Context: an optimization exercise on an open-source flow, tuned for small area and a short achievable clock period. The choices shown serve that exercise and are no tape-out recipe.
The RTL was checked by simulation tests, not by an equivalence proof against the original design.
No activity file was given, so power comes from the tool's default toggle rates.

==> flow/design.v (outline; a module is shown in full before it is edited, if it fits) <==
// module fft_ctrl: 50 lines
// module Butterfly: 12 lines
// module Butterfly4: 11 lines
// module PrepAdd: 6 lines
// module TwPrep: 17 lines
// module TwTap3: 5 lines
// module FA: 4 lines
// module HA: 4 lines
// module tw1_tree: 605 lines
// module tw2_tree: 337 lines
// module top_FFT: 80 lines
module top_FFT(
    output [24-1:0] out,
    input  [24-1:0] in,
    input clk, reset
);
  // ...
==> flow/flow/run.sh <==
#!/bin/bash
# Layout flow: the standard.sh (unchanged synthesis and ORFS steps) with
#  - port buffers of a plain buffer cell instead of the default delay cell,
#  - clock tree synthesis without dummy loads,
#  - the resizer's setup repair aiming at a larger slack margin,
#  - after synthesis, inverters pushed through full adders (flow/bubble.py;
#    registers and all other cells untouched).
# Each tool's output goes to a log file in this folder.
set -euo pipefail
export BUFFER_PORTS_ARGS="-buffer_cell sky130_fd_sc_hd__buf_2"
export CTS_ARGS="-sink_clustering_enable -repair_clock_nets -dont_use_dummy_load"
export SETUP_SLACK_MARGIN=6.5
R=orfs/results/sky130hd/top_FFT/base
bash standard.sh synth > synth.log 2>&1
python3 flow/bubble.py $R/1_2_yosys.v $R/1_2_yosys_bub.v > bubble.log 2>&1
cp $R/1_2_yosys.v $R/1_2_yosys_presub.v
mv $R/1_2_yosys_bub.v $R/1_2_yosys.v
rm -f $R/1_synth.odb
bash standard.sh > standard.log 2>&1
==> flow/flow/bubble.py <==
#!/usr/bin/env python3
"""Push inverters through full adders in a synthesized sky130 netlist.

A full adder is self-dual: FA(~a, ~b, ~c) = (~sum, ~cout).  Yosys's adder
extraction leaves many inverters between full adders.  This pass chooses,
for every full adder, whether to implement it on complemented signals, so as
to minimize the number of distinct inverted signals, then rebuilds the data
inverters (one per signal that is needed inverted).  Registers, ports and
all other cells are left as they are.

usage: bubble.py IN.v OUT.v
"""
import re, sys, collections

OUTPINS = {'X', 'Y', 'Q', 'Q_N', 'SUM', 'COUT', 'HI', 'LO'}
src = open(sys.argv[1]).read()

m = re.search(r'^module\s+(\S+)\s*\(', src, re.M)
start = m.start()
body_start = src.index(';', m.end()) + 1
end = src.index('endmodule', body_start)
header = src[:body_start]
body = src[body_start:end]
tail = src[end:]

# statements
stmts = [s.strip() for s in body.split(';')]
decls, cells, others = [], [], []
cell_re = re.compile(r'^(sky130_fd_sc_hd__\w+)\s+(\S+)\s*\((.*)\)$', re.S)
pin_re = re.compile(r'\.(\w+)\(\s*((?:\\\S+\s*)|[^()\s]*(?:\[\d+\])?)\s*\)')
ports_in, ports_out = set(), set()
for s in stmts:
    if not s:
        continue
    cm = cell_re.match(s)
    if cm:
        pins = {}
        for p, n in pin_re.findall(cm.group(3)):
            pins[p] = n.strip()
        cells.append([cm.group(1), cm.group(2), pins])
        continue
    w = s.split()[0]
    if w in ('wire', 'input', 'output', 'inout', 'reg'):
        decls.append(s)
        if w in ('input', 'output'):
            # input [23:0] in  /  input clk
            mm = re.match(r'(input|output)\s*(\[(\d+):(\d+)\])?\s*(\S+)', s)
            name = mm.group(5)
            if mm.group(2):
                hi, lo = int(mm.group(3)), int(mm.group(4))
                names = [f"{name}[{i}]" for i in range(min(hi, lo), max(hi, lo) + 1)]
            else:
                names = [name]
            (ports_in if w == 'input' else ports_out).update(names)
            if not mm.group(2):
                (ports_in if w == 'input' else ports_out).add(name)
    else:
        others.append(s)

def is_inv(t):
    return re.fullmatch(r'sky130_fd_sc_hd__inv_\d+', t) is not None
def is_fa(t):
    return re.fullmatch(r'sky130_fd_sc_hd__fa_\d+', t) is not None

# nets referenced in assigns count as (fixed) loads of their RHS
assign_re = re.compile(r'^assign\s+(.*?)\s*=\s*(.*)$', re.S)
assign_rhs = []
for s in others:
    am = assign_re.match(s)
    if am:
        assign_rhs.append(am.group(2).strip())

driver = {}
for c in cells:
    for p, n in c[2].items():
        if p in OUTPINS:
            driver[n] = c

# removable inverters: output drives an internal net, not a port, not in assigns
assign_nets = set()
for s in others:
    for tok in re.findall(r'\\\S+|[A-Za-z_][\w$]*(?:\[\d+\])?', s):
        assign_nets.add(tok)
removable = set()
for c in cells:
    if is_inv(c[0]):
        y = c[2].get('Y')
        a = c[2].get('A')
        if y is None or a is None:
            continue
        if y in ports_out or y in assign_nets or y in ports_in:
            continue
        removable.add(id(c))

def base(net):
    pol = 0
    seen = 0
    while True:
        d = driver.get(net)
        if d is not None and id(d) in removable:
            net = d[2]['A']
            pol ^= 1
            seen += 1
            if seen > 50:
                raise SystemExit("inverter loop")
        else:
            return net, pol

# loads: (cell, pin) of every input pin of kept cells
loads = []   # entries: [cell, pin, base, pol]
for c in cells:
    if id(c) in removable:
        continue
    for p, n in c[2].items():
        if p in OUTPINS or n == '' or n.startswith("1'b"):
            continue
        b, pol = base(n)
        loads.append([c, p, b, pol])

fas = [c for c in cells if is_fa(c[0])]
fa_idx = {id(c): i for i, c in enumerate(fas)}
flip = [0] * len(fas)
fa_out_bases = [[c[2][p] for p in ('SUM', 'COUT') if p in c[2]] for c in fas]
fa_in_loads = [[] for _ in fas]
cnt = collections.defaultdict(lambda: [0, 0])
for L in loads:
    c, p, b, pol = L
    cnt[b][pol] += 1
    if id(c) in fa_idx:
        fa_in_loads[fa_idx[id(c)]].append(L)
def drv_flip(b):
    d = driver.get(b)
    if d is not None and id(d) in fa_idx:
        return flip[fa_idx[id(d)]]
    return 0
# physical polarity wanted = logical pol ^ flip(driver of base) ^ flip(load fa)
# cnt holds physical polarities; initially no flips
def cost_of(b):
    return 1 if cnt[b][1] > 0 else 0
before = sum(cost_of(b) for b in cnt)

def flip_delta(i, apply=False):
    touched = set()
    changes = []
    for L in fa_in_loads[i]:
        b = L[2]
        touched.add(b)
    for b in fa_out_bases[i]:
        touched.add(b)
    old = sum(cost_of(b) for b in touched)
    saved = {b: list(cnt[b]) for b in touched}
    for L in fa_in_loads[i]:
        b = L[2]
        cur = L[3] ^ drv_flip(b) ^ flip[i]
        cnt[b][cur] -= 1
        cnt[b][cur ^ 1] += 1
    for b in fa_out_bases[i]:
        cnt[b][0], cnt[b][1] = cnt[b][1], cnt[b][0]
    new = sum(cost_of(b) for b in touched)
    if not apply:
        for b in touched:
            cnt[b] = saved[b]
    return new - old

changed = True
passes = 0
while changed and passes < 20:
    changed = False
    passes += 1
    for i in range(len(fas)):
        d = flip_delta(i)
        if d < 0:
            flip_delta(i, apply=True)
            flip[i] ^= 1
            changed = True
after = sum(cost_of(b) for b in cnt)

# rebuild
newcells = []
invs = {}
k = 0
def inv_of(b):
    global k
    if b not in invs:
        k += 1
        nn = f"bub_n{k}"
        invs[b] = nn
    return invs[b]
for L in loads:
    c, p, b, pol = L
    phys = pol ^ drv_flip(b) ^ (flip[fa_idx[id(c)]] if id(c) in fa_idx else 0)
    c[2][p] = inv_of(b) if phys else b
out = [header]
for d in decls:
    out.append("  " + d + " ;")
for b, nn in invs.items():
    out.append(f"  wire {nn};")
for c in cells:
    if id(c) in removable:
        continue
    pins = ", ".join(f".{p}({n}{' ' if n.startswith(chr(92)) else ''})" for p, n in c[2].items())
    out.append(f"  {c[0]} {c[1]} ({pins});")
for b, nn in invs.items():
    bb = b + (' ' if b.startswith('\\') else '')
    out.append(f"  sky130_fd_sc_hd__inv_1 {nn}_i (.A({bb}), .Y({nn}));")
for s in others:
    out.append("  " + s + " ;")
out.append(tail)
open(sys.argv[2], 'w').write("\n".join(out))
nrem = len(removable)
print(f"full adders {len(fas)}, flipped {sum(flip)}; inverters {nrem} -> {len(invs)} "
      f"(cost before {before}, after {after}), passes {passes}")
==> flow/standard.sh <==
#!/bin/bash
# synth_recipe.tcl (not shown) runs the flow's synth.tcl, then flattens the netlist and writes it again
# the make line also repeats each setting of config.mk as NAME=value (left out here)
make -C /OpenROAD-flow-scripts/flow DESIGN_CONFIG=/design/flow/config.mk WORK_HOME=/design/flow/orfs CLKGATE_MAP_FILE= SYNTH_SCRIPT=/design/flow/synth_recipe.tcl "${@:-finish}"
==> flow/config.mk <==
export PLATFORM = sky130hd
export DESIGN_NAME = top_FFT
export DESIGN_NICKNAME = top_FFT
export VERILOG_FILES = /design/flow/design.v
export SDC_FILE = /design/flow/constraint.sdc
export NUM_CORES = 4
export LEC_CHECK = 0
export CAP_MARGIN = 40
export CORE_MARGIN = 2
export CORE_UTILIZATION = 40
export SLEW_MARGIN = 60
==> flow/constraint.sdc <==
create_clock -name core_clock -period 10.0 [get_ports {clk}]
set_input_delay 2.0000 -clock core_clock [delete_from_list [all_inputs] [get_ports {clk}]]
set_output_delay 2.0000 -clock core_clock [all_outputs]
set_load 0.01 [all_outputs]
==> flow_summary_export.csv, run 1 <==
group,metric,value,unit
layout,largest_reg_flops,58,
layout,comb.multi_input.count,2526,
power,power.share.switching,0.3760,
layout,mostFrequentLayoutCell,"sky130_fd_sc_hd__dfxtp_1",
floorplan,dieArea,0.08847,mm^2
worst_hold_path,whs_endpoint,"a1[21]$_DFF_P_",
route,detail_route.drc_violations,0,
clocking,clock_root_buffer_master,"sky130_fd_sc_hd__clkbuf_16",
place,place.detailed.hpwl,64350,um
clocking,cts_tree,"built",
global_routing,global_route.usage.met1,0.2495,
synthesis,synthesis.yosys.warnings,3,
power,power_density,237.7,mW/mm^2
layout,finalNetCount,4187,
layout,drive_gt1_frac,0.1177,
status,outcome,"finished clean",
floorplan,chipWidth,297.4,um
setup_path,r2r_cells,13,
setup_path,worstSetupEndpoint,"a7[45]$_DFF_P_",
route,wl_met2,40740,um
layout,combined_flip_flop_and_latch_cell_area,0.01163,mm^2
sta,hold_fails_final_rpt,0,
power,netSwitchingPower,3.459,mW
setup_path,startpoint_type,"flop",
layout,finalNonFillerCells,4799,
setup_path,regToRegEndpoint,"a7[45]$_DFF_P_",
setup_path,crit_path_max_incr_delay,560,ps
power,power.share.clock,0.223,
layout,multi_input_area_share,0.5498,
layout,largest_reg_by_ff_count,"a7",
clocking,cts.path.max_buffers,3,
route,vias,24700,
floorplan,top_level_ports,50,
global_routing,antenna_found_initial,5,
==> run 2: changes to the inputs <==
--- a/flow/flow/run.sh
+++ b/flow/flow/run.sh
@@ -3,3 +3,3 @@
 #  - port buffers of a plain buffer cell instead of the default delay cell,
-#  - clock tree synthesis without dummy loads,
+#  - clock tree synthesis without dummy loads and with larger sink clusters,
 #  - the resizer's setup repair aiming at a larger slack margin,
@@ -10,4 +10,4 @@
 export BUFFER_PORTS_ARGS="-buffer_cell sky130_fd_sc_hd__buf_2"
-export CTS_ARGS="-sink_clustering_enable -repair_clock_nets -dont_use_dummy_load"
-export SETUP_SLACK_MARGIN=6.5
+export CTS_ARGS="-sink_clustering_enable -repair_clock_nets -dont_use_dummy_load -sink_clustering_size 24 -sink_clustering_max_diameter 100"
+export SETUP_SLACK_MARGIN=6.8
 R=orfs/results/sky130hd/top_FFT/base
==> run 2 against run 1 <==
Effect of this change: clock-buffer cell count fell by 38; design area shrank 0.76%; setup slack improved by 63 ps; total power decreased by 5.9%.
==> flow_summary_export.csv, run 2 <==
group,metric,value,unit
status,outcome,"finished clean",
sta,smallest_setup_slack_after_layout,6443,ps
sta,post-route-period-util,0.3557,
route,dr.first_iter.drc_count,1655,
global_routing,global_route.usage.met1,0.2581,
sta,fmaxAchievable,0.2812,GHz
layout,mostFrequentLayoutCell,"sky130_fd_sc_hd__dfxtp_1",
clocking,cts-buffers-inserted,30,
synthesis,synthesis.yosys.warnings,3,
clocking,clock_root_buffer_master,"sky130_fd_sc_hd__clkbuf_16",
sta,worst-slew-pin-transition,563.0,ps
clocking,clock_pin_transition_on_the_worst_setup_and_hold_timing_paths,90,ps
clocking,cts.htree.levels,1,
setup_path,path_class,"flop to flop",
synthesis,synthesis.instances,3598,
route,route.detailed.vias_per_inst,5.133,
setup_path,r2r_cells,13,
global_routing,track_usage,0.1920,
synthesis,synth_area_per_cell,9.573,um^2
clocking,clock_insertion_delay_worst_skew,650,ps
layout,synthToLayoutAreaGrowth,11.49,%
sta,clk_skew,102.9,ps
global_routing,grt.met3_usage,0.01877,
layout,fillers,8148,
power,power_density,225.3,mW/mm^2
floorplan,initial_core_util,0.4039,
layout,layout_common_cells,"sky130_fd_sc_hd__dfxtp_1 (553), sky130_fd_sc_hd__inv_1 (332), sky130_fd_sc_hd__nor2_1 (291)",
clocking,postCtsHoldBufs,0,
layout,reg.largest.list,"a7 (58), b3 (50)",
floorplan,num_rows,107,
floorplan,dieHeight,297.4,um
route,detail-route-antenna-nets,0,
clocking,cts.path.max_buffers,3,
sta,setup_tns,0,ps
floorplan,dieArea,0.08847,mm^2
layout,largest_reg_flops,58,
layout,finalNetCount,4179,
setup_path,cp_data_required_time,10470,ps
route,drtPass1Iterations,7,
global_routing,grt_use_met2,0.3251,
worst_hold_path,type_of_the_worst_min_delay_path,"flop to flop",
sta,grt_setup_unrepaired,"yes",
setup_path,reg2reg_setup_slack,6440,ps
global_routing,grt_max_degree,64,
flow_run,drv_cap,0,
global_routing,grt_pass1_vias,24410,
power,ir_drop,161.0,uV
setup_path,worstPathMaxFanout,20,
place,place.detailed.hpwl,63850,um
route,wl,86300,um
clocking,clock-sinks,578,
setup_path,reg2reg_from,"ctrl.m21$_SDFF_PN0_",
synthesis,mappedNetlistArea,0.03444,mm^2
worst_hold_path,timing.hold.worst_path_depth,0,
setup_path,regToRegEndpoint,"a7[45]$_DFF_P_",
sta,hold_fails_final_rpt,0,
sta,setup_viol_count_final,0,
power,post-layout-total-power,8.652,mW
power,leakage_component_of_the_power,17.46,nW
worst_hold_path,whs_endpoint,"a2[13]$_DFF_P_",
layout,drive_gt1_frac,0.1306,
sta,worst_hold_slack,311.5,ps
global_routing,antenna_found_initial,1,
route,vias,24580,
clocking,cts_tree,"built",
sta,fin_crit,3557,ps
worst_hold_path,timing.hold.worst.start,"a1[13]$_DFF_P_",
sta,finalMaxSlewViolations,0,
synthesis,syn-num-nets,4131,
global_routing,grt-busiest-layer,"met2",
global_routing,grt_first_pass_wirelength,136300,um
setup_path,startpoint_type,"flop",
place,post-place-ws,5618,ps
layout,largest_reg_by_ff_count,"a7",
layout,finalCoreUtilization,0.4503,
floorplan,chipWidth,297.4,um
floorplan,coreArea,0.08528,mm^2
floorplan,top_level_ports,50,
setup_path,arrival,4030,ps
place,gp_congestion,0.8683,
sta,timing.max_slew.rel_slack,0.6241,
route,detail_route.drc_violations,0,
global_routing,grt-ovfl-total,0,
route,wl_per_cell,18.02,um
place,placement.io_buffers,49,
setup_path,worstSetupEndpointType,"flop",
==> run 2: layout make-up <==
class                   instances  area [um^2]  share of cell area
repair buffers                168         1672             0.04353
diodes                          1        2.502          0.00006517
flip-flops and latches        578        11630              0.3028
well taps                    1144         1431             0.03728
repair inverters                1        8.758           0.0002281
multi-input cells            2527        21600              0.5626
inverters                     340         1305             0.03398
clock buffers                  30        750.7             0.01955
==> run 2: worst max-delay path by stage <==
stage,from,endpoint,depth (start not counted)
floorplan,ctrl.m21$_SDFF_PN0_,a7[45]$_DFF_P_,14
global placement,ctrl.k1p[0]$_SDFF_PP0_,a6[10]$_DFF_P_,14
detailed placement,ctrl.k1p[0]$_SDFF_PP0_,b1[10]$_DFF_P_,17
CTS,ctrl.m21$_SDFF_PN0_,a7[45]$_DFF_P_,13
global route,ctrl.m21$_SDFF_PN0_,a7[16]$_DFF_P_,13
finish,ctrl.m21$_SDFF_PN0_,a7[45]$_DFF_P_,13
==> run 2: repair_timing <==
item,CTS,global route
endpoints found under the setup margin,126,87
gates cloned,13,4
resized for setup,146,61
buffers inserted,67,10
pin swaps,59,24
==> run 2: power breakdown <==
group	switching (mW)	internal (mW)
Sequential	0.428	2.81
Clock	0.731	0.531
Combinational	2.28	1.88
Total	3.44	5.22
==> run 2: metrics by stage <==
step | cells | cell area, um^2
detailed placement | 4664 | 35830
CTS | 4774 | 37950
finish | 4789 | 38400
global route | 4788 | 38400
floorplan | 3598 | 34570
global placement | 4661 | 35770
==> run 2: metal layers <==
layer	vias up	routed length, um
li1	12190	-
met1	11680	39170
met2	549	40590
met3	160	3375
met4	0	3172
met5	-	0
==> run 2: critical path, cell delays in order, from the launching register on <==
cell	delay (ps)
sky130_fd_sc_hd__dfxtp_2	360
sky130_fd_sc_hd__buf_12	140
sky130_fd_sc_hd__inv_16	60
sky130_fd_sc_hd__o22ai_4	180
sky130_fd_sc_hd__inv_2	50
sky130_fd_sc_hd__fa_1	550
sky130_fd_sc_hd__fa_1	460
sky130_fd_sc_hd__fa_1	510
sky130_fd_sc_hd__fa_1	500
sky130_fd_sc_hd__inv_1	50
sky130_fd_sc_hd__ha_1	270
sky130_fd_sc_hd__nor2b_1	130
sky130_fd_sc_hd__o21ai_1	110
sky130_fd_sc_hd__nand2b_1	60
==> run 3: changes to the inputs <==
--- a/flow/flow/run.sh
+++ b/flow/flow/run.sh
@@ -11,3 +11,3 @@
 export CTS_ARGS="-sink_clustering_enable -repair_clock_nets -dont_use_dummy_load -sink_clustering_size 24 -sink_clustering_max_diameter 100"
-export SETUP_SLACK_MARGIN=6.8
+export SETUP_SLACK_MARGIN=6.2
 R=orfs/results/sky130hd/top_FFT/base
==> run 3 against run 2 <==
Effect of this change: sequential cell count did not move; hold slack better by 10 ps; largest power group unchanged; wire length is 4.7% lower; design area decreased by 3.6%; fmax decreased by 2.4%; die area is the same.
==> flow_summary_export.csv, run 3 <==
group,metric,value,unit
floorplan,initial_core_util,0.4039,
synthesis,mappedNetlistArea,0.03444,mm^2
sta,fin_crit,3646,ps
status,outcome,"finished clean",
floorplan,dieHeight,297.4,um
power,p_int,4.972,mW
power,power.share.switching,0.3939,
synthesis,synthesis.yosys.warnings,3,
power,netSwitchingPower,3.231,mW
layout,finalNetCount,4102,
sta,fmaxAchievable,0.2743,GHz
place,post_dp_cell_area,0.03577,mm^2
worst_hold_path,type_of_the_worst_min_delay_path,"flop to flop",
sta,hold_fails_final_rpt,0,
layout,synthToLayoutAreaGrowth,7.418,%
power,power.share.sequential,0.392,
clocking,cts.path.max_buffers,3,
layout,drive_gt1_frac,0.08691,
route,detail_route.drc_violations,0,
floorplan,top_level_ports,50,
clocking,clock-sinks,578,
sta,finalMaxSlewViolations,0,
layout,fillers,8276,
place,place.detailed.hpwl,63900,um
clocking,clock_insertion_delay_worst_skew,630,ps
layout,mostFrequentLayoutCell,"sky130_fd_sc_hd__dfxtp_1",
route,vias,23980,
flow_run,drv_cap,0,
route,drtPass1Iterations,6,
setup_path,worstPathMaxFanout,12,
floorplan,chipWidth,297.4,um
synthesis,synth_area_per_cell,9.573,um^2
setup_path,worstSetupEndpointType,"flop",
global_routing,grt_max_degree,76,
sta,setup_tns,0,ps
synthesis,syn-num-nets,4131,
power,ir_drop,185.7,uV
clocking,cts-buffers-inserted,31,
layout,layout_common_cells,"sky130_fd_sc_hd__dfxtp_1 (563), sky130_fd_sc_hd__inv_1 (336), sky130_fd_sc_hd__nor2_1 (296)",
route,wl,82210,um
clocking,cts.htree.levels,1,
route,route.detailed.vias_per_inst,5.088,
route,detail-route-antenna-nets,0,
sta,post-route-period-util,0.3646,
clocking,cts_tree,"built",
route,wl_per_cell,17.44,um
floorplan,dieArea,0.08847,mm^2
setup_path,path_class,"flop to flop",
setup_path,startpoint_type,"flop",
layout,largest_reg_flops,58,
setup_path,arrival,4180,ps
power,pwr-share-comb,0.450,
synthesis,synthesis.instances,3598,
global_routing,antenna_found_initial,2,
layout,finalInstanceArea,0.03700,mm^2
sta,timing.max_slew.rel_slack,0.6133,
layout,reg.largest.list,"a7 (58), b3 (50)",
power,leakage_component_of_the_power,16.83,nW
layout,largest_reg_by_ff_count,"a7",
place,placement.io_buffers,49,
power,power_density,221.7,mW/mm^2
sta,worst-slew-pin-transition,578.2,ps
clocking,clock_pin_transition_on_the_worst_setup_and_hold_timing_paths,90,ps
global_routing,grt_first_pass_wirelength,131100,um
route,dr.first_iter.drc_count,1577,
global_routing,track_usage,0.1834,
power,power.share.clock,0.158,
sta,clk_skew,55.53,ps
sta,grt_setup_unrepaired,"yes",
global_routing,grt-ovfl-total,0,
global_routing,grt_pass1_vias,24030,
setup_path,cp_data_required_time,10540,ps
floorplan,coreArea,0.08528,mm^2
floorplan,num_rows,107,
clocking,clock_root_buffer_master,"sky130_fd_sc_hd__clkbuf_16",
sta,setup_viol_count_final,0,
place,gp_congestion,0.8644,
## run 3: cell types whose count changed in the layout (fill, tap and decap cells not counted), sizes merged
cell,change
buf,-70
clkbuf,+2
inv,+1
diode,+1
nor2,-1
bufinv,+1
clkinvlp,-2
bufbuf,-8
## run 3: layout make-up
cell class / count / area (um^2) / share of cell area
multi-input combinational: 2526 / 21080 / 0.5698
sequential: 578 / 11590 / 0.3134
tap: 1144 / 1431 / 0.03869
inverter: 340 / 1319 / 0.03564
timing repair buffer: 91 / 785.8 / 0.02124
clock buffer: 31 / 775.7 / 0.02097
timing repair inverter: 1 / 6.256 / 0.0001691
antenna: 2 / 5.005 / 0.0001353
## run 3: final timing paths
path | startpoint | end | slack [ps] | cells past startpoint
setup / recovery | ctrl.m21$_SDFF_PN0_ | a7[16]$_DFF_P_ | 6350 | 12
hold / removal | a0[0]$_DFF_P_ | a1[0]$_DFF_P_ | 320 | 0
setup reg to reg | ctrl.m21$_SDFF_PN0_ | a7[16]$_DFF_P_ | 6350 | 12
hold reg to reg | a0[0]$_DFF_P_ | a1[0]$_DFF_P_ | 320 | 0
## run 3: what timing repair did
item                                    CTS  global route
gates cloned                              1             5
hold buffers                              0             0
resized for setup                        26            39
setup buffers                             0            10
endpoints found under the setup margin   30            30
pin swaps                                 0             6
## run 3: critical path: stages, from the launching register on
cell and delay (ps):
sky130_fd_sc_hd__dfxtp_2 370, sky130_fd_sc_hd__buf_12 150, sky130_fd_sc_hd__clkinv_8 90, sky130_fd_sc_hd__buf_12 150
sky130_fd_sc_hd__o21ai_1 280, sky130_fd_sc_hd__fa_1 470, sky130_fd_sc_hd__fa_1 510, sky130_fd_sc_hd__fa_1 430
sky130_fd_sc_hd__fa_1 470, sky130_fd_sc_hd__ha_1 300, sky130_fd_sc_hd__nor2b_1 140, sky130_fd_sc_hd__o21ai_1 150
sky130_fd_sc_hd__nand2b_1 70
## run 3: power by group through the flow
| stage | combinational [mW] | sequential, mW | clock [mW] |
|---|---|---|---|
| CTS | 3.67 | 3.22 | 1.34 |
| finish | 3.69 | 3.22 | 1.29 |
| global placement | 3.59 | 3.27 | 0 |
| floorplan | 2.84 | 2.99 | 0 |
| global route | 4.19 | 3.26 | 1.42 |
| detailed placement | 3.62 | 3.27 | 0 |
## run 3: stage by stage
stage | setup slack, ps | power (mW) | util | std cells | hold slack [ps]
6_report | 6354 | 8.203 | 0.4338 | 4713 | 321.7
5_1_grt | 6161 | 8.872 | 0.4338 | 4711 | 337.6
4_1_cts | 6204 | 8.231 | 0.4296 | 4696 | 328.0
3_5_place_dp | 5728 | 6.890 | 0.4195 | 4664 | 312.1
3_3_place_gp | 5591 | 6.862 | 0.4191 | 4663 | 309.7
2_1_floorplan | 6219 | 5.832 | - | 3598 | 309.6
## run 3: routing by layer
| metal | GRT usage | up-vias | part of all wire |
|---|---|---|---|
| li1 | - | 12030 | - |
| met1 | 0.2486 | 11390 | 0.46 |
| met2 | 0.3135 | 450 | 0.47 |
| met3 | 0.01848 | 109 | 0.038 |
| met4 | 0.04509 | 0 | 0.026 |
| met5 | 0 | - | 0 |
==> run 4: changes to the inputs <==
--- a/flow/flow/run.sh
+++ b/flow/flow/run.sh
@@ -11,3 +11,3 @@
 export CTS_ARGS="-sink_clustering_enable -repair_clock_nets -dont_use_dummy_load -sink_clustering_size 24 -sink_clustering_max_diameter 100"
-export SETUP_SLACK_MARGIN=6.2
+export SETUP_SLACK_MARGIN=6.5
 R=orfs/results/sky130hd/top_FFT/base
==> run 4 against run 3 <==
Effect of this change: still clean; critical path depth unchanged; first-iteration DRC count increased by 7.0%; clock skew shrank 9.7 ps; wire length is 2.7% higher; total power grew 2.3%; non-clock buffer count rose by 33; cell count is 0.74% higher.
==> flow_summary_export.csv, run 4 <==
group,metric,value,unit
status,outcome,"finished clean",
sta,worst_hold_slack,307.3,ps
sta,post-route-period-util,0.3503,
sta,worst-slew-pin-transition,532.4,ps
sta,smallest_setup_slack_after_layout,6497,ps
clocking,cts_tree,"built",
floorplan,dieArea,0.08847,mm^2
place,place.detailed.hpwl,64350,um
route,detail_route.drc_violations,0,
layout,finalCoreUtilization,0.4419,
clocking,postCtsHoldBufs,0,
sta,fin_crit,3503,ps
place,post-place-ws,5583,ps
clocking,cts-buffers-inserted,30,
setup_path,cp_data_required_time,10500,ps
sta,finalMaxSlewViolations,0,
global_routing,grt-busiest-layer,"met2",
power,leakage_component_of_the_power,17.14,nW
setup_path,startpoint_type,"flop",
global_routing,antenna_found_initial,4,
floorplan,chipWidth,297.4,um
synthesis,synthesis.yosys.warnings,3,
layout,mostFrequentLayoutCell,"sky130_fd_sc_hd__dfxtp_1",
route,wl,84390,um
route,route.detailed.vias_per_inst,5.122,
global_routing,grt_max_degree,65,
setup_path,path_class,"flop to flop",
synthesis,syn-num-nets,4131,
layout,finalInstanceArea,0.03768,mm^2
power,power_density,222.6,mW/mm^2
floorplan,top_level_ports,50,
layout,synthToLayoutAreaGrowth,9.405,%
clocking,clock_insertion_delay_worst_skew,630,ps
floorplan,num_rows,107,
route,vias,24320,
layout,reg.largest.list,"a7 (58), b3 (50)",
setup_path,worstSetupEndpointType,"flop",
global_routing,grt.met3_usage,0.01914,
clocking,cts.htree.levels,1,
sta,hold_fails_final_rpt,0,
route,wl_per_cell,17.77,um
global_routing,track_usage,0.1882,
floorplan,coreArea,0.08528,mm^2
flow_run,drv_cap,0,
worst_hold_path,type_of_the_worst_min_delay_path,"flop to flop",
sta,clk_skew,45.84,ps
global_routing,grt_use_met2,0.3254,
global_routing,grt_pass1_vias,24130,
layout,finalNetCount,4136,
setup_path,arrival,4000,ps
global_routing,global_route.usage.met1,0.2502,
layout,layout_common_cells,"sky130_fd_sc_hd__dfxtp_1 (553), sky130_fd_sc_hd__inv_1 (333), sky130_fd_sc_hd__nor2_1 (295)",
place,placement.io_buffers,49,
synthesis,synthesis.instances,3598,
sta,setup_tns,0,ps
floorplan,initial_core_util,0.4039,
clocking,clock_pin_transition_on_the_worst_setup_and_hold_timing_paths,90,ps
sta,grt_setup_unrepaired,"yes",
layout,largest_reg_by_ff_count,"a7",
synthesis,synth_area_per_cell,9.573,um^2
floorplan,dieHeight,297.4,um
route,drtPass1Iterations,5,
power,ir_drop,210.9,uV
sta,timing.max_slew.rel_slack,0.6349,
layout,largest_reg_flops,58,
route,dr.first_iter.drc_count,1688,
setup_path,worstPathMaxFanout,7,
clocking,clock-sinks,578,
clocking,cts.path.max_buffers,3,
synthesis,mappedNetlistArea,0.03444,mm^2
layout,finalNonFillerCells,4748,
place,gp_congestion,0.8813,
global_routing,grt-ovfl-total,0,
clocking,clock_root_buffer_master,"sky130_fd_sc_hd__clkbuf_16",
layout,fillers,8275,
layout,drive_gt1_frac,0.1064,
sta,setup_viol_count_final,0,
place,dp.cells,4667,
global_routing,grt_first_pass_wirelength,133600,um
place,post_dp_cell_area,0.03582,mm^2
route,detail-route-antenna-nets,0,
sta,fmaxAchievable,0.2855,GHz
power,post-layout-total-power,8.388,mW
## run 4: worst paths after layout
check                       startpoint              to  slack (ps)  cells after the start
hold / removal          a3[13]$_DFF_P_  a4[13]$_DFF_P_         310                      0
setup reg to reg  ctrl.m1n1$_SDFF_PN0_  a7[16]$_DFF_P_        6500                     12
setup / recovery  ctrl.m1n1$_SDFF_PN0_  a7[16]$_DFF_P_        6500                     12
hold reg to reg         a3[13]$_DFF_P_  a4[13]$_DFF_P_         310                      0
## run 4: where the power goes
part           switching [mW]  internal [mW]
clock network           0.725          0.531
logic                    2.17           1.73
registers               0.425           2.81
## run 4: repair_timing
action | in CTS | in global routing
setup endpoints to repair | 79 | 43
pin swaps | 17 | 11
gates cloned | 12 | 2
setup buffers | 20 | 14
gates resized for setup | 78 | 42
## run 4: layer usage
| layer | vias up | share of wire |
|---|---|---|
| met5 | - | 0 |
| met1 | 11570 | 0.46 |
| met2 | 502 | 0.48 |
| met4 | 0 | 0.028 |
| met3 | 141 | 0.039 |
| li1 | 12110 | - |
## run 4: worst max-delay path, stage by stage (launching register included)
cell and delay, ps:
sky130_fd_sc_hd__dfxtp_4 380, sky130_fd_sc_hd__buf_12 140, sky130_fd_sc_hd__nor2b_4 130, sky130_fd_sc_hd__a211oi_2 190, sky130_fd_sc_hd__inv_1 80, sky130_fd_sc_hd__fa_1 480
sky130_fd_sc_hd__fa_1 530, sky130_fd_sc_hd__fa_1 420, sky130_fd_sc_hd__fa_1 540, sky130_fd_sc_hd__ha_4 210, sky130_fd_sc_hd__nor2b_4 120, sky130_fd_sc_hd__o21ai_1 120
sky130_fd_sc_hd__nand2b_1 60
## run 4: cell type report
| class | count | area (um^2) | area share |
|---|---|---|---|
| multi-input cells | 2527 | 21280 | 0.5648 |
| clock buffers | 30 | 750.7 | 0.01992 |
| diodes | 3 | 7.507 | 0.0001992 |
| inverters | 340 | 1313 | 0.03483 |
| flip-flops and latches | 578 | 11630 | 0.3087 |
| repair buffers | 124 | 1247 | 0.03310 |
| repair inverters | 2 | 17.52 | 0.0004649 |
| well taps | 1144 | 1431 | 0.03799 |
==> run 5: changes to the inputs <==
--- a/flow/config.mk
+++ b/flow/config.mk
@@ -9,3 +9,3 @@
 export CORE_MARGIN = 2
-export CORE_UTILIZATION = 40
+export CORE_UTILIZATION = 60
 export SLEW_MARGIN = 60
==> run 5 against run 4 <==
Effect of this change: still clean on timing, DRC and antenna; clock power is essentially flat; setup slack lost 22 ps; critical path depth shrank 1; non-clock buffer count grew 4; register-to-register slack lost 20 ps; hold slack lost 38 ps; utilization grew 22 points; total power grew 3.5%; cell count shrank 8.1%; sequential share of layout area grew 0.32 points; critical path type unchanged.
==> flow_summary_export.csv, run 5 <==
group,metric,value,unit
place,placement.io_buffers,49,
setup_path,arrival,4030,ps
synthesis,synthesis.yosys.warnings,3,
route,drtPass1Iterations,5,
floorplan,chipWidth,243.6,um
setup_path,worstSetupEndpointType,"flop",
sta,timing.max_slew.rel_slack,0.5449,
route,dr.first_iter.drc_count,1861,
sta,finalMaxSlewViolations,0,
global_routing,antenna_found_initial,4,
place,gp_congestion,0.9430,
sta,hold_fails_final_rpt,0,
setup_path,reg2reg_setup_slack,6480,ps
worst_hold_path,timing.hold.worst_path_depth,0,
power,pwr-share-comb,0.487,
floorplan,dieArea,0.05934,mm^2
floorplan,initial_core_util,0.6085,
power,power.share.sequential,0.372,
floorplan,coreArea,0.05660,mm^2
clocking,clock_pin_transition_on_the_worst_setup_and_hold_timing_paths,100,ps
global_routing,grt_pass1_vias,25780,
route,detail-route-antenna-nets,0,
route,vias,25260,
global_routing,grt_max_degree,92,
layout,reg.largest.list,"a7 (58), b3 (50)",
power,p_int,5.110,mW
power,power_density,232.8,mW/mm^2
synthesis,syn-num-nets,4131,
worst_hold_path,timing.hold.worst.start,"a1[15]$_DFF_P_",
clocking,clock_root_buffer_master,"sky130_fd_sc_hd__clkbuf_16",
clocking,clock-sinks,578,
layout,combined_flip_flop_and_latch_cell_area,0.01164,mm^2
power,power.share.switching,0.4115,
power,ir_drop,198.7,uV
clocking,postCtsHoldBufs,0,
layout,synthToLayoutAreaGrowth,8.319,%
setup_path,cp_data_required_time,10500,ps
clocking,cts.path.max_buffers,3,
global_routing,grt-ovfl-total,0,
layout,largest_reg_by_ff_count,"a7",
synthesis,synthesis.instances,3598,
setup_path,reg2reg_from,"ctrl.m21$_SDFF_PN0_",
layout,largest_reg_flops,58,
setup_path,startpoint_type,"flop",
layout,mostFrequentLayoutCell,"sky130_fd_sc_hd__dfxtp_1",
worst_hold_path,type_of_the_worst_min_delay_path,"flop to flop",
setup_path,r2r_cells,11,
synthesis,synth_area_per_cell,9.573,um^2
floorplan,num_rows,87,
route,wl,89940,um
layout,multi_input_comb_area,0.02138,mm^2
sta,grt_setup_unrepaired,"yes",
global_routing,grt_first_pass_wirelength,141200,um
sta,fin_crit,3524,ps
flow_run,drv_cap,0,
sta,worst-slew-pin-transition,680.1,ps
sta,post-route-period-util,0.3524,
clocking,cts-buffers-inserted,29,
power,netSwitchingPower,3.574,mW
layout,drive_gt1_frac,0.1104,
floorplan,dieHeight,243.6,um
route,detail_route.drc_violations,0,
synthesis,mappedNetlistArea,0.03444,mm^2
setup_path,worstPathMaxFanout,26,
status,outcome,"finished clean",
setup_path,path_class,"flop to flop",
clocking,cts.htree.levels,1,
sta,setup_tns,0,ps
clocking,clock_insertion_delay_worst_skew,610,ps
worst_hold_path,whs_endpoint,"a2[15]$_DFF_P_",
layout,layout_common_cells,"sky130_fd_sc_hd__dfxtp_1 (554), sky130_fd_sc_hd__inv_1 (332), sky130_fd_sc_hd__nor2_1 (292)",
sta,clk_skew,60.91,ps
power,post-layout-total-power,8.684,mW
route,wl_per_cell,20.61,um
global_routing,track_usage,0.3016,
sta,setup_viol_count_final,0,
place,place.detailed.hpwl,68980,um
clocking,cts_tree,"built",
power,power.share.clock,0.142,
route,route.detailed.vias_per_inst,5.789,
sta,fmaxAchievable,0.2837,GHz
layout,fillers,4640,
power,leakage_component_of_the_power,17.19,nW
floorplan,top_level_ports,50,
setup_path,regToRegEndpoint,"a7[45]$_DFF_P_",
layout,finalNetCount,4139,
## run 5: worst max path at each step
stage / from / endpoint / cells past startpoint
finish: ctrl.m21$_SDFF_PN0_ / a7[45]$_DFF_P_ / 11
global route: ctrl.m21$_SDFF_PN0_ / a7[45]$_DFF_P_ / 11
floorplan: ctrl.m1p1$_SDFF_PN0_ / a7[16]$_DFF_P_ / 13
detailed placement: ctrl.k1t[0]$_SDFF_PN0_ / a7[45]$_DFF_P_ / 13
CTS: ctrl.m1n1$_SDFF_PN0_ / a7[16]$_DFF_P_ / 12
global placement: ctrl.k1t[0]$_SDFF_PN0_ / a7[45]$_DFF_P_ / 13
## run 5: stage by stage
stage	util	std cells	cell area, um^2	hold slack, ps	setup WS [ps]
2_1_floorplan	-	3598	34530	309.6	6502
3_3_place_gp	0.6227	4271	35250	309.7	5180
3_5_place_dp	0.6249	4276	35370	312.1	5703
4_1_cts	0.6486	4329	36710	266.2	6406
5_1_grt	0.6590	4361	37300	267.5	6381
6_report	0.6591	4363	37310	269.7	6476
## run 5: repair_timing
action                                 4_1_cts  5_1_grt
gates resized for setup                     70       68
endpoints found under the hold margin        0        0
gates cloned                                 9        4
buffers inserted                            15       25
pin swaps                                   15       23
setup endpoints to repair                   60       44
## run 5: power groups by stage
stage	Combinational, mW	Sequential [mW]	Clock, mW
6_report	4.23	3.23	1.23
5_1_grt	4.67	3.26	1.34
4_1_cts	3.96	3.23	1.27
3_5_place_dp	3.86	3.26	0
3_3_place_gp	3.70	3.27	0
2_1_floorplan	2.85	2.99	0
## run 5: metal layers
metal	vias up	track usage	wire length, um
met5	-	0	0
met4	0	0.1212	4062
met3	165	0.02445	3750
met2	684	0.5174	43220
met1	12320	0.3956	38910
li1	12100	-	-
## run 5: worst max-delay path, cell delays in order (launching register included)
cell	delay [ps]
sky130_fd_sc_hd__dfxtp_4	400
sky130_fd_sc_hd__buf_12	180
sky130_fd_sc_hd__a22oi_2	200
sky130_fd_sc_hd__fa_1	480
sky130_fd_sc_hd__fa_1	580
sky130_fd_sc_hd__fa_1	460
sky130_fd_sc_hd__fa_1	550
sky130_fd_sc_hd__inv_2	50
sky130_fd_sc_hd__ha_4	210
sky130_fd_sc_hd__nor2b_4	120
sky130_fd_sc_hd__o21ai_1	140
sky130_fd_sc_hd__nand2b_1	70
## run 5: layout make-up
type	instances	share of cell area
timing repair buffer	128	0.03357
inverter	340	0.03552
multi-input combinational	2526	0.5731
timing repair inverter	3	0.0009055
clock buffer	29	0.01945
sequential	578	0.3119
antenna	3	0.0002012
tap	756	0.02535

-- separate check: timing with driven ports --
In the flow no input, the clock included, has a driving cell. The finished layouts below were timed again as built, in two steps.
Step 1, drivers: a clkbuf_16 drives clk and a buf_2 each remaining input, both assumed.
Step 2 moves the port delays by t, midway between the first and last clock arrival at a register: inputs arrive t later, outputs are due t later. That takes back most of the time a late clock gives input paths.
a / b / c = no drivers / after step 1 / after step 2; a / b = the first two.
run | t (ns) | setup slack, ns | latest minus earliest clock arrival (ns) | pins driven straight from the clock port
run 1 | 0.655 | 6.380 / 6.380 / 6.290 | 0.071 / 0.071 | 1
run 2 | 0.666 | 6.443 / 6.443 / 6.316 | 0.107 / 0.107 | 1
run 3 | 0.671 | 6.354 / 6.354 / 6.097 | 0.060 / 0.060 | 1
run 4 | 0.673 | 6.497 / 6.497 / 6.324 | 0.046 / 0.046 | 1
run 5 | 0.637 | 6.476 / 6.476 / 6.037 | 0.062 / 0.063 | 1
After both steps setup and hold are still met in every run listed. The setup slack of run 5, which loses most, moves by 0.000 ns with the drivers and by -0.439 ns with both steps.
